Source: an optimization exercise on an open RTL-to-GDS flow (aim: small area and a short achievable clock period). Production flows keep margins and buffers that such runs may drop. No functional check of the RTL was part of any run shown here. Power is estimated from default activity; no workload was simulated.

## flow/design.v (module list and top-level ports; edited modules follow where they fit)
// module fa_m: 4 lines
// module ha_m: 4 lines
// module vedic_multiplier_32x32_pipelined: 4289 lines
module vedic_multiplier_32x32_pipelined(
    input clk,
    input [31:0] a, b,
    output reg [63:0] result_32x32
);
  // ...
==> flow/flow/run.sh <==
#!/bin/bash
# Own layout flow: the standard ORFS flow (standard.sh, unchanged synthesis),
# with the I/O port buffers made of sky130_fd_sc_hd__buf_2 cells instead of the
# delay-cell buffer that buffer_ports picks by default.
# make's full output goes to standard_flow.log here; ORFS keeps each step's log
# under orfs/logs/.
set -euo pipefail
bash standard.sh "BUFFER_PORTS_ARGS=-buffer_cell sky130_fd_sc_hd__buf_2" finish > standard_flow.log 2>&1
==> flow/standard.sh <==
#!/bin/bash
# synth_recipe.tcl (not shown) runs the flow's synth.tcl, then flattens the netlist and writes it again
# the make line also repeats each setting of config.mk as NAME=value (left out here)
make -C /OpenROAD-flow-scripts/flow DESIGN_CONFIG=/design/flow/config.mk WORK_HOME=/design/flow/orfs CLKGATE_MAP_FILE= SYNTH_SCRIPT=/design/flow/synth_recipe.tcl "${@:-finish}"
==> flow/config.mk <==
export PLATFORM = sky130hd
export DESIGN_NAME = vedic_multiplier_32x32_pipelined
export DESIGN_NICKNAME = vedic_multiplier_32x32_pipelined
export VERILOG_FILES = /design/flow/design.v
export SDC_FILE = /design/flow/constraint.sdc
export NUM_CORES = 4
export LEC_CHECK = 0
export ABC_AREA = 1
export CAP_MARGIN = 50
export CORE_MARGIN = 2
export CORE_UTILIZATION = 65
export SLEW_MARGIN = 70
export SYNTH_HIERARCHICAL = 1
export SYNTH_MINIMUM_KEEP_SIZE = 0
==> flow/constraint.sdc <==
create_clock -name core_clock -period 11.5 [get_ports {clk}]
set_input_delay 2.3000 -clock core_clock [delete_from_list [all_inputs] [get_ports {clk}]]
set_output_delay 2.3000 -clock core_clock [all_outputs]
set_load 0.01 [all_outputs]
==> flow_summary.ini, run 1 <==
[timing]
fin_crit_sh_pct = 29.44
worstMarginPinSlew_ns = 0.4556
tns_ns = 0

[logic_synthesis]
synthAdderAreaFrac_pct = 33.69
synth_nets = 3684

[setup_path]
max_stage_delay_ns = 0.55
rr_endpoint = r3[32]$_DFF_P_
critPathMaxFanout = 10
cp_common_cell = fa_1

[worst_hold_path]
hold_class = reg2reg
min_delay_path_depth = 0
whs_endpoint = result_32x32[8]$_DFF_P_

[placed_design]
port_buffers = 128

[route]
wl_met1_mm = 35.43

[run_status]
run_status = complete, no violations

[pwr]
switchingPower_mw = 5.780
p_clk_mw = 1.70
ir_drop_v = 0.0002646
comb_power_mw = 8.08

[final_layout]
clock_area_share_pct = 4.858
area_delta_synth_final_pct = 10.08
ff_latch_area_um2 = 10020

[die]
dieArea_um2 = 52060
fp.dieH_um = 228.2
fp.dieW_um = 228.2

[grt]
grt_pass1_wl_mm = 147.1
grt_util_met3_pct = 12.15
use_met2_pct = 55.74
grt_antenna_before_repair = 5
==> run 2: changes to the inputs <==
--- a/flow/design.v
+++ b/flow/design.v
@@ -1942,62 +1942,63 @@
 wire k1910;
 wire k1911;
 wire k1912;
 wire k1913;
 wire k1914;
 wire k1915;
 wire k1916;
 wire k1917;
-wire k1918;
-wire k1919;
-wire k1920;
-wire k1921;
-wire k1922;
-wire k1923;
-wire k1924;
-wire k1925;
-wire k1926;
-wire k1927;
-wire k1928;
-wire k1929;
-wire k1930;
-wire k1931;
-wire k1932;
-wire k1933;
-wire k1934;
-wire k1935;
-wire k1936;
-wire k1937;
-wire k1938;
-wire k1939;
-wire k1940;
-wire k1941;
-wire k1942;
-wire k1943;
-wire k1944;
-wire k1945;
-wire k1946;
-wire k1947;
-wire k1948;
-wire k1949;
-wire k1950;
-wire k1951;
-wire k1952;
-wire k1953;
-wire k1954;
-wire k1955;
-wire k1956;
-wire k1957;
-wire k1958;
-wire k1959;
-wire k1960;
-wire k1961;
-wire k1962;
-wire k1963;
+reg [87:0] r3;
+wire g1918;
+wire p1919;
+wire g1920;
+wire p1921;
+wire g1922;
+wire p1923;
+wire g1924;
+wire p1925;
+wire g1926;
+wire p1927;
+wire g1928;
+wire p1929;
+wire g1930;
+wire p1931;
+wire g1932;
+wire p1933;
+wire g1934;
+wire p1935;
+wire g1936;
+wire p1937;
+wire g1938;
+wire p1939;
+wire g1940;
+wire p1941;
+wire g1942;
+wire p1943;
+wire g1944;
+wire p1945;
+wire g1946;
+wire p1947;
+wire g1948;
+wire p1949;
+wire g1950;
+wire p1951;
+wire g1952;
+wire p1953;
+wire g1954;
+wire p1955;
+wire g1956;
+wire p1957;
+wire g1958;
+wire p1959;
+wire g1960;
+wire p1961;
+wire g1962;
+wire p1963;
 wire k1964;
 wire k1965;
 wire k1966;
 wire k1967;
 wire k1968;
 wire k1969;
 wire k1970;
 wire k1971;
@@ -2027,63 +2028,62 @@
 wire k1995;
 wire k1996;
 wire k1997;
 wire k1998;
 wire k1999;
 wire k2000;
 wire k2001;
 wire k2002;
-reg [87:0] r3;
-wire g2003;
-wire p2004;
-wire g2005;
-wire p2006;
-wire g2007;
-wire p2008;
-wire g2009;
-wire p2010;
-wire g2011;
-wire p2012;
-wire g2013;
-wire p2014;
-wire g2015;
-wire p2016;
-wire g2017;
-wire p2018;
-wire g2019;
-wire p2020;
-wire g2021;
-wire p2022;
-wire g2023;
-wire p2024;
-wire g2025;
-wire p2026;
-wire g2027;
-wire p2028;
-wire g2029;
-wire p2030;
-wire g2031;
-wire p2032;
-wire g2033;
-wire p2034;
-wire g2035;
-wire p2036;
-wire g2037;
-wire p2038;
-wire g2039;
-wire p2040;
-wire g2041;
-wire p2042;
-wire g2043;
-wire p2044;
-wire g2045;
-wire p2046;
-wire g2047;
-wire p2048;
+wire k2003;
+wire k2004;
+wire k2005;
+wire k2006;
+wire k2007;
+wire k2008;
+wire k2009;
+wire k2010;
+wire k2011;
+wire k2012;
+wire k2013;
+wire k2014;
+wire k2015;
+wire k2016;
+wire k2017;
+wire k2018;
+wire k2019;
+wire k2020;
+wire k2021;
+wire k2022;
+wire k2023;
+wire k2024;
+wire k2025;
+wire k2026;
+wire k2027;
+wire k2028;
+wire k2029;
+wire k2030;
+wire k2031;
+wire k2032;
+wire k2033;
+wire k2034;
+wire k2035;
+wire k2036;
+wire k2037;
+wire k2038;
+wire k2039;
+wire k2040;
+wire k2041;
+wire k2042;
+wire k2043;
+wire k2044;
+wire k2045;
+wire k2046;
+wire k2047;
+wire k2048;
 wire k2049;
 wire k2050;
 wire k2051;
 wire k2052;
 wire k2053;
 wire k2054;
 wire k2055;
 wire k2056;
@@ -2114,137 +2114,16 @@
 wire k2081;
 wire k2082;
 wire k2083;
 wire k2084;
 wire k2085;
 wire k2086;
 wire k2087;
 wire k2088;
-wire k2089;
-wire k2090;
-wire k2091;
-wire k2092;
-wire k2093;
-wire k2094;
-wire k2095;
-wire k2096;
-wire k2097;
-wire k2098;
-wire k2099;
-wire k2100;
-wire k2101;
-wire k2102;
-wire k2103;
-wire k2104;
-wire k2105;
-wire k2106;
-wire k2107;
-wire k2108;
-wire k2109;
-wire k2110;
-wire k2111;
-wire k2112;
-wire k2113;
-wire k2114;
-wire k2115;
-wire k2116;
-wire k2117;
-wire k2118;
-wire k2119;
-wire k2120;
-wire k2121;
-wire k2122;
-wire k2123;
-wire k2124;
-wire k2125;
-wire k2126;
-wire k2127;
-wire k2128;
-wire k2129;
-wire k2130;
-wire k2131;
-wire k2132;
-wire k2133;
-wire k2134;
-wire k2135;
-wire k2136;
-wire k2137;
-wire k2138;
-wire k2139;
-wire k2140;
-wire k2141;
-wire k2142;
-wire k2143;
-wire k2144;
-wire k2145;
-wire k2146;
-wire k2147;
-wire k2148;
-wire k2149;
-wire k2150;
-wire k2151;
-wire k2152;
-wire k2153;
-wire k2154;
-wire k2155;
-wire k2156;
-wire k2157;
-wire k2158;
-wire k2159;
-wire k2160;
-wire k2161;
-wire k2162;
-wire k2163;
-wire k2164;
-wire k2165;
-wire k2166;
-wire k2167;
-wire k2168;
-wire k2169;
-wire k2170;
-wire k2171;
-wire k2172;
-wire k2173;
-wire k2174;
-wire k2175;
-wire k2176;
-wire k2177;
-wire k2178;
-wire k2179;
-wire k2180;
-wire k2181;
-wire k2182;
-wire k2183;
-wire k2184;
-wire k2185;
-wire k2186;
-wire k2187;
-wire k2188;
-wire k2189;
-wire k2190;
-wire k2191;
-wire k2192;
-wire k2193;
-wire k2194;
-wire k2195;
-wire k2196;
-wire k2197;
-wire k2198;
-wire k2199;
-wire k2200;
-wire k2201;
-wire k2202;
-wire k2203;
-wire k2204;
-wire k2205;
-wire k2206;
-wire k2207;
-wire k2208;
-wire k2209;
 reg [63:0] p3;
 wire [63:0] prod;
 always @(posedge clk) begin
   a_r <= ~a;
 end
   always @(posedge clk) one0 <= ~(b[0] ^ 1'b0);
   always @(posedge clk) two0 <= ~((b[1] & ~b[0] & ~1'b0) | (~b[1] & b[0] & 1'b0));
   always @(posedge clk) neg0 <= b[1];
@@ -3720,283 +3599,198 @@
 assign k1770 = g1713 | (p1714 & g1711);
 assign k1771 = p1714 & p1712;
 assign k1772 = p1718 & g1715;
 assign k1773 = g1717 | (p1718 & g1715);
 assign k1774 = p1718 & p1716;
 assign k1775 = p1722 & g1719;
 assign k1776 = g1721 | (p1722 & g1719);
 assign k1777 = p1722 & p1720;
-assign k1778 = p1656 & k1726;
-assign k1779 = k1729 & k1726;
-assign k1780 = p1664 & k1731;
-assign k1781 = g1663 | (p1664 & k1731);
-assign k1782 = p1664 & k1732;
-assign k1783 = k1735 & k1731;
-assign k1784 = k1734 | (k1735 & k1731);
-assign k1785 = k1735 & k1732;
-assign k1786 = p1672 & k1737;
-assign k1787 = g1671 | (p1672 & k1737);
-assign k1788 = p1672 & k1738;
-assign k1789 = k1741 & k1737;
-assign k1790 = k1740 | (k1741 & k1737);
-assign k1791 = k1741 & k1738;
-assign k1792 = p1680 & k1743;
-assign k1793 = g1679 | (p1680 & k1743);
-assign k1794 = p1680 & k1744;
-assign k1795 = k1747 & k1743;
-assign k1796 = k1746 | (k1747 & k1743);
-assign k1797 = k1747 & k1744;
-assign k1798 = p1688 & k1749;
-assign k1799 = g1687 | (p1688 & k1749);
-assign k1800 = p1688 & k1750;
-assign k1801 = k1753 & k1749;
-assign k1802 = k1752 | (k1753 & k1749);
-assign k1803 = k1753 & k1750;
-assign k1804 = p1696 & k1755;
-assign k1805 = g1695 | (p1696 & k1755);
-assign k1806 = p1696 & k1756;
-assign k1807 = k1759 & k1755;
-assign k1808 = k1758 | (k1759 & k1755);
-assign k1809 = k1759 & k1756;
-assign k1810 = p1704 & k1761;
-assign k1811 = g1703 | (p1704 & k1761);
-assign k1812 = p1704 & k1762;
-assign k1813 = k1765 & k1761;
-assign k1814 = k1764 | (k1765 & k1761);
-assign k1815 = k1765 & k1762;
-assign k1816 = p1712 & k1767;
-assign k1817 = g1711 | (p1712 & k1767);
-assign k1818 = p1712 & k1768;
-assign k1819 = k1771 & k1767;
-assign k1820 = k1770 | (k1771 & k1767);
-assign k1821 = k1771 & k1768;
-assign k1822 = p1720 & k1773;
-assign k1823 = g1719 | (p1720 & k1773);
-assign k1824 = p1720 & k1774;
-assign k1825 = k1777 & k1773;
-assign k1826 = k1776 | (k1777 & k1773);
-assign k1827 = k1777 & k1774;
-assign k1828 = p1668 & k1784;
-assign k1829 = g1667 | (p1668 & k1784);
-assign k1830 = p1668 & k1785;
-assign k1831 = k1738 & k1784;
-assign k1832 = k1737 | (k1738 & k1784);
-assign k1833 = k1738 & k1785;
-assign k1834 = k1788 & k1784;
-assign k1835 = k1787 | (k1788 & k1784);
-assign k1836 = k1788 & k1785;
-assign k1837 = k1791 & k1784;
-assign k1838 = k1790 | (k1791 & k1784);
-assign k1839 = k1791 & k1785;
-assign k1840 = p1684 & k1796;
-assign k1841 = g1683 | (p1684 & k1796);
-assign k1842 = p1684 & k1797;
-assign k1843 = k1750 & k1796;
-assign k1844 = k1749 | (k1750 & k1796);
-assign k1845 = k1750 & k1797;
-assign k1846 = k1800 & k1796;
-assign k1847 = k1799 | (k1800 & k1796);
-assign k1848 = k1800 & k1797;
-assign k1849 = k1803 & k1796;
-assign k1850 = k1802 | (k1803 & k1796);
-assign k1851 = k1803 & k1797;
-assign k1852 = p1700 & k1808;
-assign k1853 = g1699 | (p1700 & k1808);
-assign k1854 = p1700 & k1809;
-assign k1855 = k1762 & k1808;
-assign k1856 = k1761 | (k1762 & k1808);
-assign k1857 = k1762 & k1809;
-assign k1858 = k1812 & k1808;
-assign k1859 = k1811 | (k1812 & k1808);
-assign k1860 = k1812 & k1809;
-assign k1861 = k1815 & k1808;
-assign k1862 = k1814 | (k1815 & k1808);
-assign k1863 = k1815 & k1809;
-assign k1864 = p1716 & k1820;
-assign k1865 = g1715 | (p1716 & k1820);
-assign k1866 = p1716 & k1821;
-assign k1867 = k1774 & k1820;
-assign k1868 = k1773 | (k1774 & k1820);
-assign k1869 = k1774 & k1821;
-assign k1870 = k1824 & k1820;
-assign k1871 = k1823 | (k1824 & k1820);
-assign k1872 = k1824 & k1821;
-assign k1873 = k1827 & k1820;
-assign k1874 = k1826 | (k1827 & k1820);
-assign k1875 = k1827 & k1821;
-assign k1876 = p1660 & k1728;
-assign k1877 = g1659 | (p1660 & k1728);
-assign k1878 = k1732 & k1728;
-assign k1879 = k1731 | (k1732 & k1728);
-assign k1880 = k1782 & k1728;
-assign k1881 = k1781 | (k1782 & k1728);
-assign k1882 = k1785 & k1728;
-assign k1883 = k1784 | (k1785 & k1728);
-assign k1884 = k1830 & k1728;
-assign k1885 = k1829 | (k1830 & k1728);
-assign k1886 = k1833 & k1728;
-assign k1887 = k1832 | (k1833 & k1728);
-assign k1888 = k1836 & k1728;
-assign k1889 = k1835 | (k1836 & k1728);
-assign k1890 = k1839 & k1728;
-assign k1891 = k1838 | (k1839 & k1728);
-assign k1892 = p1692 & k1850;
-assign k1893 = g1691 | (p1692 & k1850);
-assign k1894 = p1692 & k1851;
-assign k1895 = k1756 & k1850;
-assign k1896 = k1755 | (k1756 & k1850);
-assign k1897 = k1756 & k1851;
-assign k1898 = k1806 & k1850;
-assign k1899 = k1805 | (k1806 & k1850);
-assign k1900 = k1806 & k1851;
-assign k1901 = k1809 & k1850;
-assign k1902 = k1808 | (k1809 & k1850);
-assign k1903 = k1809 & k1851;
-assign k1904 = k1854 & k1850;
-assign k1905 = k1853 | (k1854 & k1850);
-assign k1906 = k1854 & k1851;
-assign k1907 = k1857 & k1850;
-assign k1908 = k1856 | (k1857 & k1850);
-assign k1909 = k1857 & k1851;
-assign k1910 = k1860 & k1850;
-assign k1911 = k1859 | (k1860 & k1850);
-assign k1912 = k1860 & k1851;
-assign k1913 = k1863 & k1850;
-assign k1914 = k1862 | (k1863 & k1850);
-assign k1915 = k1863 & k1851;
-assign k1916 = p1724 & k1874;
-assign k1917 = g1723 | (p1724 & k1874);
-assign k1918 = p1724 & k1875;
-assign k1919 = p1676 & k1891;
-assign k1920 = g1675 | (p1676 & k1891);
-assign k1921 = k1744 & k1891;
-assign k1922 = k1743 | (k1744 & k1891);
-assign k1923 = k1794 & k1891;
-assign k1924 = k1793 | (k1794 & k1891);
-assign k1925 = k1797 & k1891;
-assign k1926 = k1796 | (k1797 & k1891);
-assign k1927 = k1842 & k1891;
-assign k1928 = k1841 | (k1842 & k1891);
-assign k1929 = k1845 & k1891;
-assign k1930 = k1844 | (k1845 & k1891);
-assign k1931 = k1848 & k1891;
-assign k1932 = k1847 | (k1848 & k1891);
-assign k1933 = k1851 & k1891;
-assign k1934 = k1850 | (k1851 & k1891);
-assign k1935 = k1894 & k1891;
-assign k1936 = k1893 | (k1894 & k1891);
-assign k1937 = k1897 & k1891;
-assign k1938 = k1896 | (k1897 & k1891);
-assign k1939 = k1900 & k1891;
-assign k1940 = k1899 | (k1900 & k1891);
-assign k1941 = k1903 & k1891;
-assign k1942 = k1902 | (k1903 & k1891);
-assign k1943 = k1906 & k1891;
-assign k1944 = k1905 | (k1906 & k1891);
-assign k1945 = k1909 & k1891;
-assign k1946 = k1908 | (k1909 & k1891);
-assign k1947 = k1912 & k1891;
-assign k1948 = k1911 | (k1912 & k1891);
-assign k1949 = k1915 & k1891;
-assign k1950 = k1914 | (k1915 & k1891);
-assign k1951 = p1708 & k1950;
-assign k1952 = g1707 | (p1708 & k1950);
-assign k1953 = k1768 & k1950;
-assign k1954 = k1767 | (k1768 & k1950);
-assign k1955 = k1818 & k1950;
-assign k1956 = k1817 | (k1818 & k1950);
-assign k1957 = k1821 & k1950;
-assign k1958 = k1820 | (k1821 & k1950);
-assign k1959 = k1866 & k1950;
-assign k1960 = k1865 | (k1866 & k1950);
-assign k1961 = k1869 & k1950;
-assign k1962 = k1868 | (k1869 & k1950);
-assign k1963 = k1872 & k1950;
-assign k1964 = k1871 | (k1872 & k1950);
-assign k1965 = k1875 & k1950;
-assign k1966 = k1874 | (k1875 & k1950);
-assign k1967 = k1918 & k1950;
-assign k1968 = k1917 | (k1918 & k1950);
-assign k1969 = p1658 ^ g1655;
-assign k1970 = p1660 ^ k1728;
-assign k1971 = p1662 ^ k1877;
-assign k1972 = p1664 ^ k1879;
-assign k1973 = p1666 ^ k1881;
-assign k1974 = p1668 ^ k1883;
-assign k1975 = p1670 ^ k1885;
-assign k1976 = p1672 ^ k1887;
-assign k1977 = p1674 ^ k1889;
-assign k1978 = p1676 ^ k1891;
-assign k1979 = p1678 ^ k1920;
-assign k1980 = p1680 ^ k1922;
-assign k1981 = p1682 ^ k1924;
-assign k1982 = p1684 ^ k1926;
-assign k1983 = p1686 ^ k1928;
-assign k1984 = p1688 ^ k1930;
-assign k1985 = p1690 ^ k1932;
-assign k1986 = p1692 ^ k1934;
-assign k1987 = p1694 ^ k1936;
-assign k1988 = p1696 ^ k1938;
-assign k1989 = p1698 ^ k1940;
-assign k1990 = p1700 ^ k1942;
-assign k1991 = p1702 ^ k1944;
-assign k1992 = p1704 ^ k1946;
-assign k1993 = p1706 ^ k1948;
-assign k1994 = p1708 ^ k1950;
-assign k1995 = p1710 ^ k1952;
-assign k1996 = p1712 ^ k1954;
-assign k1997 = p1714 ^ k1956;
-assign k1998 = p1716 ^ k1958;
-assign k1999 = p1718 ^ k1960;
-assign k2000 = p1720 ^ k1962;
-assign k2001 = p1722 ^ k1964;
-assign k2002 = p1724 ^ k1966;
+assign k1778 = k1729 & k1726;
+assign k1779 = k1735 & k1731;
+assign k1780 = k1734 | (k1735 & k1731);
+assign k1781 = k1735 & k1732;
+assign k1782 = k1741 & k1737;
+assign k1783 = k1740 | (k1741 & k1737);
+assign k1784 = k1741 & k1738;
+assign k1785 = k1747 & k1743;
+assign k1786 = k1746 | (k1747 & k1743);
+assign k1787 = k1747 & k1744;
+assign k1788 = k1753 & k1749;
+assign k1789 = k1752 | (k1753 & k1749);
+assign k1790 = k1753 & k1750;
+assign k1791 = k1759 & k1755;
+assign k1792 = k1758 | (k1759 & k1755);
+assign k1793 = k1759 & k1756;
+assign k1794 = k1765 & k1761;
+assign k1795 = k1764 | (k1765 & k1761);
+assign k1796 = k1765 & k1762;
+assign k1797 = k1771 & k1767;
+assign k1798 = k1770 | (k1771 & k1767);
+assign k1799 = k1771 & k1768;
+assign k1800 = k1777 & k1773;
+assign k1801 = k1776 | (k1777 & k1773);
+assign k1802 = k1777 & k1774;
+assign k1803 = k1784 & k1780;
+assign k1804 = k1783 | (k1784 & k1780);
+assign k1805 = k1784 & k1781;
+assign k1806 = k1790 & k1786;
+assign k1807 = k1789 | (k1790 & k1786);
+assign k1808 = k1790 & k1787;
+assign k1809 = k1796 & k1792;
+assign k1810 = k1795 | (k1796 & k1792);
+assign k1811 = k1796 & k1793;
+assign k1812 = k1802 & k1798;
+assign k1813 = k1801 | (k1802 & k1798);
+assign k1814 = k1802 & k1799;
+assign k1815 = k1805 & k1728;
+assign k1816 = k1804 | (k1805 & k1728);
+assign k1817 = k1811 & k1807;
+assign k1818 = k1810 | (k1811 & k1807);
+assign k1819 = k1811 & k1808;
+assign k1820 = k1819 & k1816;
+assign k1821 = k1818 | (k1819 & k1816);
+assign k1822 = k1808 & k1816;
+assign k1823 = k1807 | (k1808 & k1816);
+assign k1824 = k1814 & k1821;
+assign k1825 = k1813 | (k1814 & k1821);
+assign k1826 = k1781 & k1728;
+assign k1827 = k1780 | (k1781 & k1728);
+assign k1828 = k1787 & k1816;
+assign k1829 = k1786 | (k1787 & k1816);
+assign k1830 = k1793 & k1823;
+assign k1831 = k1792 | (k1793 & k1823);
+assign k1832 = k1799 & k1821;
+assign k1833 = k1798 | (k1799 & k1821);
+assign k1834 = k1732 & k1728;
+assign k1835 = k1731 | (k1732 & k1728);
+assign k1836 = k1738 & k1827;
+assign k1837 = k1737 | (k1738 & k1827);
+assign k1838 = k1744 & k1816;
+assign k1839 = k1743 | (k1744 & k1816);
+assign k1840 = k1750 & k1829;
+assign k1841 = k1749 | (k1750 & k1829);
+assign k1842 = k1756 & k1823;
+assign k1843 = k1755 | (k1756 & k1823);
+assign k1844 = k1762 & k1831;
+assign k1845 = k1761 | (k1762 & k1831);
+assign k1846 = k1768 & k1821;
+assign k1847 = k1767 | (k1768 & k1821);
+assign k1848 = k1774 & k1833;
+assign k1849 = k1773 | (k1774 & k1833);
+assign k1850 = p1660 & k1728;
+assign k1851 = g1659 | (p1660 & k1728);
+assign k1852 = p1664 & k1835;
+assign k1853 = g1663 | (p1664 & k1835);
+assign k1854 = p1668 & k1827;
+assign k1855 = g1667 | (p1668 & k1827);
+assign k1856 = p1672 & k1837;
+assign k1857 = g1671 | (p1672 & k1837);
+assign k1858 = p1676 & k1816;
+assign k1859 = g1675 | (p1676 & k1816);
+assign k1860 = p1680 & k1839;
+assign k1861 = g1679 | (p1680 & k1839);
+assign k1862 = p1684 & k1829;
+assign k1863 = g1683 | (p1684 & k1829);
+assign k1864 = p1688 & k1841;
+assign k1865 = g1687 | (p1688 & k1841);
+assign k1866 = p1692 & k1823;
+assign k1867 = g1691 | (p1692 & k1823);
+assign k1868 = p1696 & k1843;
+assign k1869 = g1695 | (p1696 & k1843);
+assign k1870 = p1700 & k1831;
+assign k1871 = g1699 | (p1700 & k1831);
+assign k1872 = p1704 & k1845;
+assign k1873 = g1703 | (p1704 & k1845);
+assign k1874 = p1708 & k1821;
+assign k1875 = g1707 | (p1708 & k1821);
+assign k1876 = p1712 & k1847;
+assign k1877 = g1711 | (p1712 & k1847);
+assign k1878 = p1716 & k1833;
+assign k1879 = g1715 | (p1716 & k1833);
+assign k1880 = p1720 & k1849;
+assign k1881 = g1719 | (p1720 & k1849);
+assign k1882 = p1724 & k1825;
+assign k1883 = g1723 | (p1724 & k1825);
+assign k1884 = p1658 ^ g1655;
+assign k1885 = p1660 ^ k1728;
+assign k1886 = p1662 ^ k1851;
+assign k1887 = p1664 ^ k1835;
+assign k1888 = p1666 ^ k1853;
+assign k1889 = p1668 ^ k1827;
+assign k1890 = p1670 ^ k1855;
+assign k1891 = p1672 ^ k1837;
+assign k1892 = p1674 ^ k1857;
+assign k1893 = p1676 ^ k1816;
+assign k1894 = p1678 ^ k1859;
+assign k1895 = p1680 ^ k1839;
+assign k1896 = p1682 ^ k1861;
+assign k1897 = p1684 ^ k1829;
+assign k1898 = p1686 ^ k1863;
+assign k1899 = p1688 ^ k1841;
+assign k1900 = p1690 ^ k1865;
+assign k1901 = p1692 ^ k1823;
+assign k1902 = p1694 ^ k1867;
+assign k1903 = p1696 ^ k1843;
+assign k1904 = p1698 ^ k1869;
+assign k1905 = p1700 ^ k1831;
+assign k1906 = p1702 ^ k1871;
+assign k1907 = p1704 ^ k1845;
+assign k1908 = p1706 ^ k1873;
+assign k1909 = p1708 ^ k1821;
+assign k1910 = p1710 ^ k1875;
+assign k1911 = p1712 ^ k1847;
+assign k1912 = p1714 ^ k1877;
+assign k1913 = p1716 ^ k1833;
+assign k1914 = p1718 ^ k1879;
+assign k1915 = p1720 ^ k1849;
+assign k1916 = p1722 ^ k1881;
+assign k1917 = p1724 ^ k1825;
 always @(posedge clk) begin
   r3[0] <= r2[0];
   r3[1] <= r2[1];
   r3[2] <= r2[2];
   r3[3] <= r2[3];
   r3[4] <= r2[4];
   r3[5] <= p1656;
-  r3[6] <= k1969;
-  r3[7] <= k1970;
-  r3[8] <= k1971;
-  r3[9] <= k1972;
-  r3[10] <= k1973;
-  r3[11] <= k1974;
-  r3[12] <= k1975;
-  r3[13] <= k1976;
-  r3[14] <= k1977;
-  r3[15] <= k1978;
-  r3[16] <= k1979;
-  r3[17] <= k1980;
-  r3[18] <= k1981;
-  r3[19] <= k1982;
-  r3[20] <= k1983;
-  r3[21] <= k1984;
-  r3[22] <= k1985;
-  r3[23] <= k1986;
-  r3[24] <= k1987;
-  r3[25] <= k1988;
-  r3[26] <= k1989;
-  r3[27] <= k1990;
-  r3[28] <= k1991;
-  r3[29] <= k1992;
-  r3[30] <= k1993;
-  r3[31] <= k1994;
-  r3[32] <= k1995;
-  r3[33] <= k1996;
-  r3[34] <= k1997;
-  r3[35] <= k1998;
-  r3[36] <= k1999;
-  r3[37] <= k2000;
-  r3[38] <= k2001;
-  r3[39] <= k2002;
-  r3[40] <= k1968;
+  r3[6] <= k1884;
+  r3[7] <= k1885;
+  r3[8] <= k1886;
+  r3[9] <= k1887;
+  r3[10] <= k1888;
+  r3[11] <= k1889;
+  r3[12] <= k1890;
+  r3[13] <= k1891;
+  r3[14] <= k1892;
+  r3[15] <= k1893;
+  r3[16] <= k1894;
+  r3[17] <= k1895;
+  r3[18] <= k1896;
+  r3[19] <= k1897;
+  r3[20] <= k1898;
+  r3[21] <= k1899;
+  r3[22] <= k1900;
+  r3[23] <= k1901;
+  r3[24] <= k1902;
+  r3[25] <= k1903;
+  r3[26] <= k1904;
+  r3[27] <= k1905;
+  r3[28] <= k1906;
+  r3[29] <= k1907;
+  r3[30] <= k1908;
+  r3[31] <= k1909;
+  r3[32] <= k1910;
+  r3[33] <= k1911;
+  r3[34] <= k1912;
+  r3[35] <= k1913;
+  r3[36] <= k1914;
+  r3[37] <= k1915;
+  r3[38] <= k1916;
+  r3[39] <= k1917;
+  r3[40] <= k1883;
   r3[41] <= c1614;
   r3[42] <= c1616;
   r3[43] <= c1618;
   r3[44] <= c1620;
   r3[45] <= c1622;
   r3[46] <= c1624;
   r3[47] <= c1626;
   r3[48] <= c1628;
@@ -4035,200 +3829,164 @@
   r3[81] <= s1647;
   r3[82] <= s1649;
   r3[83] <= s1651;
   r3[84] <= r2[192];
   r3[85] <= r2[195];
   r3[86] <= r2[196];
   r3[87] <= r2[199];
 end
-ha_m ug2003 (.x(r3[41]), .y(r3[65]), .s(p2004), .c(g2003));
-ha_m ug2005 (.x(r3[42]), .y(r3[66]), .s(p2006), .c(g2005));
-ha_m ug2007 (.x(r3[43]), .y(r3[67]), .s(p2008), .c(g2007));
-ha_m ug2009 (.x(r3[44]), .y(r3[68]), .s(p2010), .c(g2009));
-ha_m ug2011 (.x(r3[45]), .y(r3[69]), .s(p2012), .c(g2011));
-ha_m ug2013 (.x(r3[46]), .y(r3[70]), .s(p2014), .c(g2013));
-ha_m ug2015 (.x(r3[47]), .y(r3[71]), .s(p2016), .c(g2015));
-ha_m ug2017 (.x(r3[48]), .y(r3[72]), .s(p2018), .c(g2017));
-ha_m ug2019 (.x(r3[49]), .y(r3[73]), .s(p2020), .c(g2019));
-ha_m ug2021 (.x(r3[50]), .y(r3[74]), .s(p2022), .c(g2021));
-ha_m ug2023 (.x(r3[51]), .y(r3[75]), .s(p2024), .c(g2023));
-ha_m ug2025 (.x(r3[52]), .y(r3[76]), .s(p2026), .c(g2025));
-ha_m ug2027 (.x(r3[53]), .y(r3[77]), .s(p2028), .c(g2027));
-ha_m ug2029 (.x(r3[54]), .y(r3[78]), .s(p2030), .c(g2029));
-ha_m ug2031 (.x(r3[55]), .y(r3[79]), .s(p2032), .c(g2031));
-ha_m ug2033 (.x(r3[56]), .y(r3[80]), .s(p2034), .c(g2033));
-ha_m ug2035 (.x(r3[57]), .y(r3[81]), .s(p2036), .c(g2035));
-ha_m ug2037 (.x(r3[58]), .y(r3[82]), .s(p2038), .c(g2037));
-ha_m ug2039 (.x(r3[59]), .y(r3[83]), .s(p2040), .c(g2039));
-ha_m ug2041 (.x(r3[60]), .y(r3[84]), .s(p2042), .c(g2041));
-ha_m ug2043 (.x(r3[61]), .y(r3[85]), .s(p2044), .c(g2043));
-ha_m ug2045 (.x(r3[62]), .y(r3[86]), .s(p2046), .c(g2045));
-ha_m ug2047 (.x(r3[64]), .y(r3[87]), .s(p2048), .c(g2047));
-assign k2049 = p2004 & r3[40];
-assign k2050 = g2003 | (p2004 & r3[40]);
-assign k2051 = p2008 & g2005;
-assign k2052 = g2007 | (p2008 & g2005);
-assign k2053 = p2008 & p2006;
-assign k2054 = p2012 & g2009;
-assign k2055 = g2011 | (p2012 & g2009);
-assign k2056 = p2012 & p2010;
-assign k2057 = p2016 & g2013;
-assign k2058 = g2015 | (p2016 & g2013);
-assign k2059 = p2016 & p2014;
-assign k2060 = p2020 & g2017;
-assign k2061 = g2019 | (p2020 & g2017);
-assign k2062 = p2020 & p2018;
-assign k2063 = p2024 & g2021;
-assign k2064 = g2023 | (p2024 & g2021);
-assign k2065 = p2024 & p2022;
-assign k2066 = p2028 & g2025;
-assign k2067 = g2027 | (p2028 & g2025);
-assign k2068 = p2028 & p2026;
-assign k2069 = p2032 & g2029;
-assign k2070 = g2031 | (p2032 & g2029);
-assign k2071 = p2032 & p2030;
-assign k2072 = p2036 & g2033;
-assign k2073 = g2035 | (p2036 & g2033);
-assign k2074 = p2036 & p2034;
-assign k2075 = p2040 & g2037;
-assign k2076 = g2039 | (p2040 & g2037);
-assign k2077 = p2040 & p2038;
-assign k2078 = p2044 & g2041;
-assign k2079 = g2043 | (p2044 & g2041);
-assign k2080 = p2044 & p2042;
-assign k2081 = r3[63] & g2045;
-assign k2082 = r3[63] & p2046;
-assign k2083 = p2006 & k2050;
-assign k2084 = g2005 | (p2006 & k2050);
-assign k2085 = k2053 & k2050;
-assign k2086 = k2052 | (k2053 & k2050);
-assign k2087 = p2014 & k2055;
-assign k2088 = g2013 | (p2014 & k2055);
-assign k2089 = p2014 & k2056;
-assign k2090 = k2059 & k2055;
-assign k2091 = k2058 | (k2059 & k2055);
-assign k2092 = k2059 & k2056;
-assign k2093 = p2022 & k2061;
-assign k2094 = g2021 | (p2022 & k2061);
-assign k2095 = p2022 & k2062;
-assign k2096 = k2065 & k2061;
-assign k2097 = k2064 | (k2065 & k2061);
-assign k2098 = k2065 & k2062;
-assign k2099 = p2030 & k2067;
-assign k2100 = g2029 | (p2030 & k2067);
-assign k2101 = p2030 & k2068;
-assign k2102 = k2071 & k2067;
-assign k2103 = k2070 | (k2071 & k2067);
-assign k2104 = k2071 & k2068;
-assign k2105 = p2038 & k2073;
-assign k2106 = g2037 | (p2038 & k2073);
-assign k2107 = p2038 & k2074;
-assign k2108 = k2077 & k2073;
-assign k2109 = k2076 | (k2077 & k2073);
-assign k2110 = k2077 & k2074;
-assign k2111 = p2046 & k2079;
-assign k2112 = g2045 | (p2046 & k2079);
-assign k2113 = p2046 & k2080;
-assign k2114 = k2082 & k2079;
-assign k2115 = k2081 | (k2082 & k2079);
-assign k2116 = k2082 & k2080;
-assign k2117 = p2010 & k2086;
-assign k2118 = g2009 | (p2010 & k2086);
-assign k2119 = k2056 & k2086;
-assign k2120 = k2055 | (k2056 & k2086);
-assign k2121 = k2089 & k2086;
-assign k2122 = k2088 | (k2089 & k2086);
-assign k2123 = k2092 & k2086;
-assign k2124 = k2091 | (k2092 & k2086);
-assign k2125 = p2026 & k2097;
-assign k2126 = g2025 | (p2026 & k2097);
-assign k2127 = p2026 & k2098;
-assign k2128 = k2068 & k2097;
-assign k2129 = k2067 | (k2068 & k2097);
-assign k2130 = k2068 & k2098;
-assign k2131 = k2101 & k2097;
-assign k2132 = k2100 | (k2101 & k2097);
-assign k2133 = k2101 & k2098;
-assign k2134 = k2104 & k2097;
-assign k2135 = k2103 | (k2104 & k2097);
-assign k2136 = k2104 & k2098;
-assign k2137 = p2042 & k2109;
-assign k2138 = g2041 | (p2042 & k2109);
-assign k2139 = p2042 & k2110;
-assign k2140 = k2080 & k2109;
-assign k2141 = k2079 | (k2080 & k2109);
-assign k2142 = k2080 & k2110;
-assign k2143 = k2113 & k2109;
-assign k2144 = k2112 | (k2113 & k2109);
-assign k2145 = k2113 & k2110;
-assign k2146 = k2116 & k2109;
-assign k2147 = k2115 | (k2116 & k2109);
-assign k2148 = k2116 & k2110;
-assign k2149 = p2018 & k2124;
-assign k2150 = g2017 | (p2018 & k2124);
-assign k2151 = k2062 & k2124;
-assign k2152 = k2061 | (k2062 & k2124);
-assign k2153 = k2095 & k2124;
-assign k2154 = k2094 | (k2095 & k2124);
-assign k2155 = k2098 & k2124;
-assign k2156 = k2097 | (k2098 & k2124);
-assign k2157 = k2127 & k2124;
-assign k2158 = k2126 | (k2127 & k2124);
-assign k2159 = k2130 & k2124;
-assign k2160 = k2129 | (k2130 & k2124);
-assign k2161 = k2133 & k2124;
-assign k2162 = k2132 | (k2133 & k2124);
-assign k2163 = k2136 & k2124;
-assign k2164 = k2135 | (k2136 & k2124);
-assign k2165 = p2048 & k2147;
-assign k2166 = g2047 | (p2048 & k2147);
-assign k2167 = p2048 & k2148;
-assign k2168 = p2034 & k2164;
-assign k2169 = g2033 | (p2034 & k2164);
-assign k2170 = k2074 & k2164;
-assign k2171 = k2073 | (k2074 & k2164);
-assign k2172 = k2107 & k2164;
-assign k2173 = k2106 | (k2107 & k2164);
-assign k2174 = k2110 & k2164;
-assign k2175 = k2109 | (k2110 & k2164);
-assign k2176 = k2139 & k2164;
-assign k2177 = k2138 | (k2139 & k2164);
-assign k2178 = k2142 & k2164;
-assign k2179 = k2141 | (k2142 & k2164);
-assign k2180 = k2145 & k2164;
-assign k2181 = k2144 | (k2145 & k2164);
-assign k2182 = k2148 & k2164;
-assign k2183 = k2147 | (k2148 & k2164);
-assign k2184 = k2167 & k2164;
-assign k2185 = k2166 | (k2167 & k2164);
-assign k2186 = p2004 ^ r3[40];
-assign k2187 = p2006 ^ k2050;
-assign k2188 = p2008 ^ k2084;
-assign k2189 = p2010 ^ k2086;
-assign k2190 = p2012 ^ k2118;
-assign k2191 = p2014 ^ k2120;
-assign k2192 = p2016 ^ k2122;
-assign k2193 = p2018 ^ k2124;
-assign k2194 = p2020 ^ k2150;
-assign k2195 = p2022 ^ k2152;
-assign k2196 = p2024 ^ k2154;
-assign k2197 = p2026 ^ k2156;
-assign k2198 = p2028 ^ k2158;
-assign k2199 = p2030 ^ k2160;
-assign k2200 = p2032 ^ k2162;
-assign k2201 = p2034 ^ k2164;
-assign k2202 = p2036 ^ k2169;
-assign k2203 = p2038 ^ k2171;
-assign k2204 = p2040 ^ k2173;
-assign k2205 = p2042 ^ k2175;
-assign k2206 = p2044 ^ k2177;
-assign k2207 = p2046 ^ k2179;
-assign k2208 = r3[63] ^ k2181;
-assign k2209 = p2048 ^ k2183;
+ha_m ug1918 (.x(r3[41]), .y(r3[65]), .s(p1919), .c(g1918));
+ha_m ug1920 (.x(r3[42]), .y(r3[66]), .s(p1921), .c(g1920));
+ha_m ug1922 (.x(r3[43]), .y(r3[67]), .s(p1923), .c(g1922));
+ha_m ug1924 (.x(r3[44]), .y(r3[68]), .s(p1925), .c(g1924));
+ha_m ug1926 (.x(r3[45]), .y(r3[69]), .s(p1927), .c(g1926));
+ha_m ug1928 (.x(r3[46]), .y(r3[70]), .s(p1929), .c(g1928));
+ha_m ug1930 (.x(r3[47]), .y(r3[71]), .s(p1931), .c(g1930));
+ha_m ug1932 (.x(r3[48]), .y(r3[72]), .s(p1933), .c(g1932));
+ha_m ug1934 (.x(r3[49]), .y(r3[73]), .s(p1935), .c(g1934));
+ha_m ug1936 (.x(r3[50]), .y(r3[74]), .s(p1937), .c(g1936));
+ha_m ug1938 (.x(r3[51]), .y(r3[75]), .s(p1939), .c(g1938));
+ha_m ug1940 (.x(r3[52]), .y(r3[76]), .s(p1941), .c(g1940));
+ha_m ug1942 (.x(r3[53]), .y(r3[77]), .s(p1943), .c(g1942));
+ha_m ug1944 (.x(r3[54]), .y(r3[78]), .s(p1945), .c(g1944));
+ha_m ug1946 (.x(r3[55]), .y(r3[79]), .s(p1947), .c(g1946));
+ha_m ug1948 (.x(r3[56]), .y(r3[80]), .s(p1949), .c(g1948));
+ha_m ug1950 (.x(r3[57]), .y(r3[81]), .s(p1951), .c(g1950));
+ha_m ug1952 (.x(r3[58]), .y(r3[82]), .s(p1953), .c(g1952));
+ha_m ug1954 (.x(r3[59]), .y(r3[83]), .s(p1955), .c(g1954));
+ha_m ug1956 (.x(r3[60]), .y(r3[84]), .s(p1957), .c(g1956));
+ha_m ug1958 (.x(r3[61]), .y(r3[85]), .s(p1959), .c(g1958));
+ha_m ug1960 (.x(r3[62]), .y(r3[86]), .s(p1961), .c(g1960));
+ha_m ug1962 (.x(r3[64]), .y(r3[87]), .s(p1963), .c(g1962));
+assign k1964 = p1919 & r3[40];
+assign k1965 = g1918 | (p1919 & r3[40]);
+assign k1966 = p1923 & g1920;
+assign k1967 = g1922 | (p1923 & g1920);
+assign k1968 = p1923 & p1921;
+assign k1969 = p1927 & g1924;
+assign k1970 = g1926 | (p1927 & g1924);
+assign k1971 = p1927 & p1925;
+assign k1972 = p1931 & g1928;
+assign k1973 = g1930 | (p1931 & g1928);
+assign k1974 = p1931 & p1929;
+assign k1975 = p1935 & g1932;
+assign k1976 = g1934 | (p1935 & g1932);
+assign k1977 = p1935 & p1933;
+assign k1978 = p1939 & g1936;
+assign k1979 = g1938 | (p1939 & g1936);
+assign k1980 = p1939 & p1937;
+assign k1981 = p1943 & g1940;
+assign k1982 = g1942 | (p1943 & g1940);
+assign k1983 = p1943 & p1941;
+assign k1984 = p1947 & g1944;
+assign k1985 = g1946 | (p1947 & g1944);
+assign k1986 = p1947 & p1945;
+assign k1987 = p1951 & g1948;
+assign k1988 = g1950 | (p1951 & g1948);
+assign k1989 = p1951 & p1949;
+assign k1990 = p1955 & g1952;
+assign k1991 = g1954 | (p1955 & g1952);
+assign k1992 = p1955 & p1953;
+assign k1993 = p1959 & g1956;
+assign k1994 = g1958 | (p1959 & g1956);
+assign k1995 = p1959 & p1957;
+assign k1996 = r3[63] & g1960;
+assign k1997 = r3[63] & p1961;
+assign k1998 = k1968 & k1965;
+assign k1999 = k1967 | (k1968 & k1965);
+assign k2000 = k1974 & k1970;
+assign k2001 = k1973 | (k1974 & k1970);
+assign k2002 = k1974 & k1971;
+assign k2003 = k1980 & k1976;
+assign k2004 = k1979 | (k1980 & k1976);
+assign k2005 = k1980 & k1977;
+assign k2006 = k1986 & k1982;
+assign k2007 = k1985 | (k1986 & k1982);
+assign k2008 = k1986 & k1983;
+assign k2009 = k1992 & k1988;
+assign k2010 = k1991 | (k1992 & k1988);
+assign k2011 = k1992 & k1989;
+assign k2012 = k1997 & k1994;
+assign k2013 = k1996 | (k1997 & k1994);
+assign k2014 = k1997 & k1995;
+assign k2015 = k2002 & k1999;
+assign k2016 = k2001 | (k2002 & k1999);
+assign k2017 = k2008 & k2004;
+assign k2018 = k2007 | (k2008 & k2004);
+assign k2019 = k2008 & k2005;
+assign k2020 = k2014 & k2010;
+assign k2021 = k2013 | (k2014 & k2010);
+assign k2022 = k2014 & k2011;
+assign k2023 = k2019 & k2016;
+assign k2024 = k2018 | (k2019 & k2016);
+assign k2025 = k2022 & k2024;
+assign k2026 = k2021 | (k2022 & k2024);
+assign k2027 = k2005 & k2016;
+assign k2028 = k2004 | (k2005 & k2016);
+assign k2029 = k2011 & k2024;
+assign k2030 = k2010 | (k2011 & k2024);
+assign k2031 = k1971 & k1999;
+assign k2032 = k1970 | (k1971 & k1999);
+assign k2033 = k1977 & k2016;
+assign k2034 = k1976 | (k1977 & k2016);
+assign k2035 = k1983 & k2028;
+assign k2036 = k1982 | (k1983 & k2028);
+assign k2037 = k1989 & k2024;
+assign k2038 = k1988 | (k1989 & k2024);
+assign k2039 = k1995 & k2030;
+assign k2040 = k1994 | (k1995 & k2030);
+assign k2041 = p1921 & k1965;
+assign k2042 = g1920 | (p1921 & k1965);
+assign k2043 = p1925 & k1999;
+assign k2044 = g1924 | (p1925 & k1999);
+assign k2045 = p1929 & k2032;
+assign k2046 = g1928 | (p1929 & k2032);
+assign k2047 = p1933 & k2016;
+assign k2048 = g1932 | (p1933 & k2016);
+assign k2049 = p1937 & k2034;
+assign k2050 = g1936 | (p1937 & k2034);
+assign k2051 = p1941 & k2028;
+assign k2052 = g1940 | (p1941 & k2028);
+assign k2053 = p1945 & k2036;
+assign k2054 = g1944 | (p1945 & k2036);
+assign k2055 = p1949 & k2024;
+assign k2056 = g1948 | (p1949 & k2024);
+assign k2057 = p1953 & k2038;
+assign k2058 = g1952 | (p1953 & k2038);
+assign k2059 = p1957 & k2030;
+assign k2060 = g1956 | (p1957 & k2030);
+assign k2061 = p1961 & k2040;
+assign k2062 = g1960 | (p1961 & k2040);
+assign k2063 = p1963 & k2026;
+assign k2064 = g1962 | (p1963 & k2026);
+assign k2065 = p1919 ^ r3[40];
+assign k2066 = p1921 ^ k1965;
+assign k2067 = p1923 ^ k2042;
+assign k2068 = p1925 ^ k1999;
+assign k2069 = p1927 ^ k2044;
+assign k2070 = p1929 ^ k2032;
+assign k2071 = p1931 ^ k2046;
+assign k2072 = p1933 ^ k2016;
+assign k2073 = p1935 ^ k2048;
+assign k2074 = p1937 ^ k2034;
+assign k2075 = p1939 ^ k2050;
+assign k2076 = p1941 ^ k2028;
+assign k2077 = p1943 ^ k2052;
+assign k2078 = p1945 ^ k2036;
+assign k2079 = p1947 ^ k2054;
+assign k2080 = p1949 ^ k2024;
+assign k2081 = p1951 ^ k2056;
+assign k2082 = p1953 ^ k2038;
+assign k2083 = p1955 ^ k2058;
+assign k2084 = p1957 ^ k2030;
+assign k2085 = p1959 ^ k2060;
+assign k2086 = p1961 ^ k2040;
+assign k2087 = r3[63] ^ k2062;
+assign k2088 = p1963 ^ k2026;
 always @(posedge clk) begin
   p3[0] <= r3[0];
   p3[1] <= r3[1];
   p3[2] <= r3[2];
   p3[3] <= r3[3];
   p3[4] <= r3[4];
   p3[5] <= r3[5];
   p3[6] <= r3[6];
@@ -4260,38 +4018,38 @@
   p3[32] <= r3[32];
   p3[33] <= r3[33];
   p3[34] <= r3[34];
   p3[35] <= r3[35];
   p3[36] <= r3[36];
   p3[37] <= r3[37];
   p3[38] <= r3[38];
   p3[39] <= r3[39];
-  p3[40] <= k2186;
-  p3[41] <= k2187;
-  p3[42] <= k2188;
-  p3[43] <= k2189;
-  p3[44] <= k2190;
-  p3[45] <= k2191;
-  p3[46] <= k2192;
-  p3[47] <= k2193;
-  p3[48] <= k2194;
-  p3[49] <= k2195;
-  p3[50] <= k2196;
-  p3[51] <= k2197;
-  p3[52] <= k2198;
-  p3[53] <= k2199;
-  p3[54] <= k2200;
-  p3[55] <= k2201;
-  p3[56] <= k2202;
-  p3[57] <= k2203;
-  p3[58] <= k2204;
-  p3[59] <= k2205;
-  p3[60] <= k2206;
-  p3[61] <= k2207;
-  p3[62] <= k2208;
-  p3[63] <= k2209;
+  p3[40] <= k2065;
+  p3[41] <= k2066;
+  p3[42] <= k2067;
+  p3[43] <= k2068;
+  p3[44] <= k2069;
+  p3[45] <= k2070;
+  p3[46] <= k2071;
+  p3[47] <= k2072;
+  p3[48] <= k2073;
+  p3[49] <= k2074;
+  p3[50] <= k2075;
+  p3[51] <= k2076;
+  p3[52] <= k2077;
+  p3[53] <= k2078;
+  p3[54] <= k2079;
+  p3[55] <= k2080;
+  p3[56] <= k2081;
+  p3[57] <= k2082;
+  p3[58] <= k2083;
+  p3[59] <= k2084;
+  p3[60] <= k2085;
+  p3[61] <= k2086;
+  p3[62] <= k2087;
+  p3[63] <= k2088;
 end
 assign prod = {p3[63], p3[62], p3[61], p3[60], p3[59], p3[58], p3[57], p3[56], p3[55], p3[54], p3[53], p3[52], p3[51], p3[50], p3[49], p3[48], p3[47], p3[46], p3[45], p3[44], p3[43], p3[42], p3[41], p3[40], p3[39], p3[38], p3[37], p3[36], p3[35], p3[34], p3[33], p3[32], p3[31], p3[30], p3[29], p3[28], p3[27], p3[26], p3[25], p3[24], p3[23], p3[22], p3[21], p3[20], p3[19], p3[18], p3[17], p3[16], p3[15], p3[14], p3[13], p3[12], p3[11], p3[10], p3[9], p3[8], p3[7], p3[6], p3[5], p3[4], p3[3], p3[2], p3[1], p3[0]};
 always @(posedge clk) begin
   result_32x32 <= prod;
 end
 endmodule
==> flow/config.mk (replaced) <==
export PLATFORM = sky130hd
export DESIGN_NAME = vedic_multiplier_32x32_pipelined
export DESIGN_NICKNAME = vedic_multiplier_32x32_pipelined
export VERILOG_FILES = /design/flow/design.v
export SDC_FILE = /design/flow/constraint.sdc
export NUM_CORES = 4
export LEC_CHECK = 0
export ABC_AREA = 1
export CAP_MARGIN = 50
export CORE_MARGIN = 2
export CORE_UTILIZATION = 55
export CTS_CLUSTER_DIAMETER = 120
export CTS_CLUSTER_SIZE = 26
export SLEW_MARGIN = 70
export SYNTH_HIERARCHICAL = 1
export SYNTH_MINIMUM_KEEP_SIZE = 0
==> flow_summary.ini, run 2 <==
[logic_synthesis]
synth-edff-count = 0
synth_common_cells = xor2_1, dfxtp_1, o22ai_1, fa_1, clkbuf_1
synth_nets = 3572
synthArstFlopShare_pct = 0
synth.most_common_cell = xor2_1
mappedNetlistArea_um2 = 32300
ys_ff_latch = 497
ys.flop_type = dfxtp_1
ys_warn_count = 7
synth.distinct_cells = 31
syn_inst = 2888
seq_area_frac_synth_pct = 30.81
synth.top_cell.area_share_pct = 30.81
syn_avg_cell_area_um2 = 11.18
netlist_top_cells_area = dfxtp_1, fa_1, xor2_1
synth_top_area_cell = dfxtp_1

[pwr]
internal_power_mw = 6.272
power_per_cell_area_nw_per_um2 = 319.8
leakage_nw = 14.86
switchingPower_mw = 4.887
p_comb_share_pct = 64.8
p_clk_share_pct = 8.2
switching_share_pct = 43.79
finalPower_mw = 11.16
ir_drop_v = 0.0004702
pwr-share-seq_pct = 27.0

[grt]
grt_antenna_before_repair = 3
gr-total-overflow = 0
grtUsageTotal_pct = 30.96
grt_max_degree = 36
grt_pass1_wl_mm = 142.2
grt_pass1_vias = 23860

[cts]
cts_tree = built
h-tree-depth = 1
cts_root_buf = clkbuf_16
clock-sinks = 497
clk_pin_slew_ns = 0.10
post_cts_buffers = 0
cts-buffers-inserted = 23
clk_latency_ns = 0.60
hold_buffers = 0
clockBufferDepth = 3
cts_resized = 0

[timing]
fin_ws_ns = 8.003
worstMarginPinSlew_ns = 0.4705
slew_headroom_pct = 68.63
fin_crit_sh_pct = 30.41
setup_violations = 0
rsz0062_at_grt = false
final_hold_viol_count = 0
min_period_ns = 3.497
finalClockSkew_ns = 0.04362
finalMaxSlewViolations = 0
max_freq_mhz = 285.9
tns_ns = 0

[worst_hold_path]
hold_class = reg2reg
hold_start = p3[39]$_DFF_P_

[die]
start_util_pct = 55.76
io_pins = 129
dieArea_um2 = 60670
rows = 88
fp.dieW_um = 246.3
coreArea_um2 = 57920
fp.dieH_um = 246.3

[job]
max_cap_violations = 0

[route]
drc = 0
first_iter_violations = 2139
dr.pass1.iters = 6
via_per_inst = 6.195
via_count = 22380
wl_per_cell_um = 25.59
wl_mm = 92.44
ant_nets = 0

[setup_path]
critPathLaunch = r2[77]$_DFF_P_
timing.rr.start = r2[77]$_DFF_P_
critPathCaptureType = flop
reg2reg_depth = 16
rr_endpoint = r3[40]$_DFF_P_
required_ns = 11.96
critPathMaxFanout = 3
crit_end = r3[40]$_DFF_P_
worstSetupStartpointType = flop
rrSetupSlack_ns = 8.00
cp_data_arrival_time_ns = 3.95
crit_type = reg2reg

[placed_design]
place_area_um2 = 34120
place_hpwl_mm = 62.40
pre_cts_slack_ns = 7.972
port_buffers = 128
place_congestion = 0.8848

[final_layout]
final_area_um2 = 34890
area_delta_synth_final_pct = 8.047
layout_common_cells = xor2_1, o22ai_1, fa_1, dfxtp_1, ha_1
layout.nets = 3521
reg_top3 = r2 (200), r3 (88)
layout-drive-gt1-share_pct = 11.28
regMostFlops = r2
fillers = 4793
final_common_cell = xor2_1
largest_register_ffs = 200

[run_status]
run_status = complete, no violations
run 2: per-module statistics from Yosys, one instance, submodules excluded:
module / cells inside / times used
fa_m: 1 / 469
ha_m: 1 / 104
vedic_multiplier_32x32_pipelined: 2315 / 1
run 2: worst max-delay path, cell delays in order, from the launching register on:
cell and delay [ns]:
dfxtp_1 0.33, fa_1 0.44, fa_1 0.54, fa_1 0.43
ha_1 0.35, nand2_1 0.09, inv_1 0.04, nand2_1 0.05
nand2_1 0.04, a21oi_1 0.15, nand3_2 0.13, nand2_2 0.08
nand2_2 0.09, nand2_1 0.08, nand2_1 0.06, ha_1 0.18
or2_2 0.28
run 2: layout make-up:
type / count / area [um^2] / share of cell area [%]
Inverter: 109 / 409.1 / 1.173
Antenna cell: 2 / 5.005 / 0.01434
Timing Repair Buffer: 215 / 2079 / 5.959
Sequential cell: 497 / 10060 / 28.84
Tap cell: 765 / 957.2 / 2.743
Clock inverter: 4 / 35.03 / 0.1004
Multi-Input combinational cell: 1991 / 20750 / 59.45
Clock buffer: 29 / 598.1 / 1.714
run 2: cells by family after synthesis:
family                   Yosys count  share of synthesized area, %
adder cells (fa/ha/maj)          619                         34.88
XOR/XNOR                         570                         15.46
AO/OA/AOI/OAI                    546                         10.53
flip-flops                       497                         30.81
buffers and inverters            400                         4.955
AND/OR/NAND/NOR                  256                         3.367
run 2: worst min path at each step:
stage	to	cells past startpoint
after CTS	p3[9]$_DFF_P_	0
final	result_32x32[39]$_DFF_P_	0
after global placement	result_32x32[16]$_DFF_P_	0
after detailed placement	p3[1]$_DFF_P_	0
after global routing	p3[37]$_DFF_P_	0
after floorplan	p3[0]$_DFF_P_	0
run 2: power by group through the flow:
| stage | sequential [mW] | combinational [mW] | clock [mW] |
|---|---|---|---|
| 2_1_floorplan | 3.01 | 4.97 | 0 |
| 3_3_place_gp | 3.08 | 6.97 | 0 |
| 3_5_place_dp | 3.07 | 7.22 | 0 |
| 4_1_cts | 3.04 | 7.31 | 0.946 |
| 5_1_grt | 3.10 | 8.27 | 1.01 |
| 6_report | 3.02 | 7.23 | 0.914 |
run 2: metal layers:
| layer | share of wire [%] | global-route usage [%] | up-vias |
|---|---|---|---|
| met4 | 3.9 | 10.83 | 4 |
| met3 | 11 | 9.336 | 257 |
| met1 | 40 | 41.66 | 11260 |
| met2 | 45 | 47.49 | 1399 |
| li1 | - | - | 9458 |
| met5 | 0.029 | 1.062 | - |
run 2: stage by stage:
stage	util [%]	cells	hold slack, ns
5_1_grt	60.24	3610	0.3390
6_report	60.25	3612	0.3287
3_5_place_dp	58.91	3573	0.3121
2_1_floorplan	-	2888	0.3096
3_3_place_gp	57.30	3547	0.3102
4_1_cts	60.00	3606	0.3339

-- separate check: timing with driven ports --
Ports are ideal in the flow. The routed layouts listed here were re-timed in OpenROAD.
Step 1, drivers: a clkbuf_16 drives clk and a buf_2 each remaining input, both assumed.
Step 2 moves the port delays by t, midway between the first and last clock arrival at a register: inputs arrive t later, outputs are due t later. That takes back most of the time a late clock gives input paths.
Three values: ideal, step 1, step 2; two values: the first two.
| run | shift t [ns] | setup WS [ns] | hold slack, ns | worst register clock-pin slew, ns |
|---|---|---|---|---|
| run 1 | 0.655 | 8.114 / 8.074 / 8.114 | 0.322 / 0.322 / 0.322 | 0.07 / 0.07 |
| run 2 | 0.638 | 8.003 / 8.003 / 8.003 | 0.329 / 0.329 / 0.329 | 0.11 / 0.11 |
After both steps every run listed still meets setup and hold.
